This is an optimization exercise on Yosys and OpenROAD, whose aim is small area and a short achievable clock period, not a production implementation.
Only simulation tests tie the RTL to the original design; equivalence was not proved.

== trial 85 ==
==> flow/design.v (excerpt) <==
module ICMS(
    input CLK,
    input RST,
    input radar_echo,
    input scan_for_target,
    input [31:0] jet_speed,
    input [31:0] max_safe_distance,
    input [5:0] wind,
    input thunderstorm,
    input [1:0] visibility,
    input signed [7:0] temperature,
    output radar_pulse_trigger,
    output [31:0] distance_to_target,
    output safe_to_engage,
    output threat_detected,
    output emergency_landing_alert,
    output [1:0] ECSU_state,  
    output [1:0] ARTAU_state
);
==> module ARTAU, before the edit <==
module ARTAU(
    input radar_echo,
    input scan_for_target,
    input [31:0] jet_speed,
    input [31:0] max_safe_distance,
    input RST,
    input CLK,
    output radar_pulse_trigger,
    output [31:0] distance_to_target,
    output reg threat_detected,
    output reg [1:0] ARTAU_state
);
reg [4:0] k;          
reg [4:0] k1;         
reg [4:0] k2;         
reg [4:0] kd;         
reg have_prev;
function [31:0] half_mm;
    input [5:0] n;
    integer i;
    begin
        half_mm = 32'd0;
        for (i = 1; i <= 38; i = i + 1)
            half_mm = half_mm | ({32{n == i}} & (32'd7500000 * i));
    end
endfunction
function less;
    input [31:0] a;
    input [31:0] b;
    integer i;
    begin
        less = 1'b0;
        for (i = 0; i < 32; i = i + 1)
            less = (~a[i] & b[i]) | (~a[i] & less) | (b[i] & less);
    end
endfunction
function [4:0] inc;
    input [4:0] a;
    inc = a ^ {&a[3:0], &a[2:0], &a[1:0], a[0], 1'b1};
endfunction
function [5:0] sub;
    input [5:0] a;
    input [5:0] b;
    integer i;
    reg c;
    begin
        c = 1'b0;
        for (i = 0; i < 6; i = i + 1) begin
            sub[i] = a[i] ^ b[i] ^ c;
            c = (~a[i] & (b[i] | c)) | (b[i] & c);
        end
    end
endfunction
assign radar_pulse_trigger = (ARTAU_state == 2'b01);
assign distance_to_target = half_mm({kd, 1'b0});
wire [5:0] dk = sub({1'b0, k1}, {1'b0, k2});
wire closing = ~dk[5] & (dk[4:0] != 0);
wire lt3 = ~|k[4:2] & ~&k[1:0];
wire lt10 = ~k[4] & ~(k[3] & (k[2] | k[1]));
wire lt20 = ~k[4] | ~(k[3] | k[2]);
wire lt30 = ~&k[4:1];
wire m2 = ~lt20;
wire [31:0] lim = half_mm(m2 ? {1'b0, dk[4:0]} : {dk[4:0], 1'b0});
wire ahead = lt10 | less(jet_speed, lim);
wire threat_next = closing & ahead & less(half_mm({k2, 1'b0}), max_safe_distance);
always @(posedge CLK or posedge RST) begin
    if (RST) begin
        ARTAU_state <= 2'b00;
        threat_detected <= 0;
        kd <= 0;
        k <= 0;
        have_prev <= 0;
    end else begin
        case (ARTAU_state)
            2'b00:
                if (scan_for_target)
                    ARTAU_state <= 2'b01;
            2'b01:
                if (lt3) begin
                    k <= inc(k);
                end else begin
                    k <= 0;
                    ARTAU_state <= 2'b10;
                end
            2'b10:
                if (lt20) begin
                    if (radar_echo) begin
                        k <= 0;
                        if (have_prev) begin
                            ARTAU_state <= 2'b11;
                        end else begin
                            have_prev <= 1;
                            ARTAU_state <= 2'b01;
                        end
                    end else begin
                        k <= inc(k);
                    end
                end else begin
                    ARTAU_state <= 2'b00;
                    kd <= 0;
                    threat_detected <= 0;
                    k <= 0;
                    have_prev <= 0;
                end
            2'b11:
                if (lt30) begin
                    kd <= k2;
                    threat_detected <= threat_next;
                    if (scan_for_target) begin
                        k <= 0;
                        ARTAU_state <= 2'b01;
                    end else begin
                        k <= inc(k);
                    end
                end else begin
                    ARTAU_state <= 2'b00;
                    kd <= 0;
                    threat_detected <= 0;
                    k <= 0;
                    have_prev <= 0;
                end
        endcase
    end
end
always @(posedge CLK) begin
    if (ARTAU_state == 2'b10 && lt20 && radar_echo) begin
        k1 <= k2;
        k2 <= k;
    end
end
endmodule
Settings: LEC_CHECK=0, ABC_AREA=1, CAP_MARGIN=20, CORE_MARGIN=2, CORE_UTILIZATION=40, SLEW_MARGIN=20; clock period 30.0 ns.
standard.sh (not shown) runs the stock make flow with config.mk's settings and CLKGATE_MAP_FILE= SYNTH_SCRIPT=/design/flow/synth_recipe.tcl, a recipe that flattens the netlist after the stock synthesis.
==> flow/flow/run.sh <==
#!/bin/bash
# The standard layout, with plain buf_1 cells as the port buffers instead of the
# default delay buffers.
set -euo pipefail
export BUFFER_PORTS_ARGS="-buffer_cell sky130_fd_sc_hd__buf_1"
bash standard.sh finish > standard.log 2>&1
> inputs changed (trial 85 -> trial 45)
diff --git a/flow/design.v b/flow/design.v
--- a/flow/design.v
+++ b/flow/design.v
@@ -29,9 +29,15 @@
     input [31:0] a;
     input [31:0] b;
-    integer i;
+    integer i, w;
+    reg [31:0] g, p;
     begin
-        less = 1'b0;
-        for (i = 0; i < 32; i = i + 1)
-            less = (~a[i] & b[i]) | (~a[i] & less) | (b[i] & less);
+        g = ~a & b;
+        p = ~a | b;
+        for (w = 1; w < 32; w = w * 2)
+            for (i = 0; i < 32; i = i + 2 * w) begin
+                g[i] = g[i + w] | (p[i + w] & g[i]);
+                p[i] = p[i + w] & p[i];
+            end
+        less = g[0];
     end
 endfunction
Findings:
Cmp trial 45 vs trial 85: register-to-register setup slack higher in trial 45
Compared with trial 85, in trial 45 clock network area share went up; final cell count rose about 6%; wire length after detailed routing saw an increase.
Re setup slack after layout: trial 45 is 0.042 ns up on trial 85.
Compared with trial 85, synthesized area in trial 45 increased by a few percent.
The final clock period utilization by the worst path on trial 85 is in line with that on trial 45.
Comparing the two runs side by side, trial 45 comes out behind trial 85 on total number of vias.

-- afterwards: timing with drivers on the ports --
The results above use ideal ports. As a check the final layouts listed here were re-extracted and re-timed, cells and wires unchanged.
Step 1: set_driving_cell puts a clkbuf_16 on CLK and a buf_2 on each other input, an assumption about the parent block.
Step 2 adds t to the input delays and takes it off the output delays; t is the mean of the earliest and latest rising clock arrival at the registers after step 1. Input paths then give back, and output paths get back, about the clock's delay inside the block.
Three values: ideal, step 1, step 2; two values: the first two.
run	shift t [ns]	slack for setup (ns)	worst register clock-pin slew, ns	cell pins on the clock port's net
trial 85	0.287	21.900 / 21.903 / 21.616	0.08 / 0.08	1
trial 45	0.284	21.942 / 21.913 / 22.197	0.07 / 0.07	1
After both steps setup and hold are still met in every run listed. The setup slack of trial 85, which loses most, moves by +0.003 ns with the drivers and by -0.284 ns with both steps.
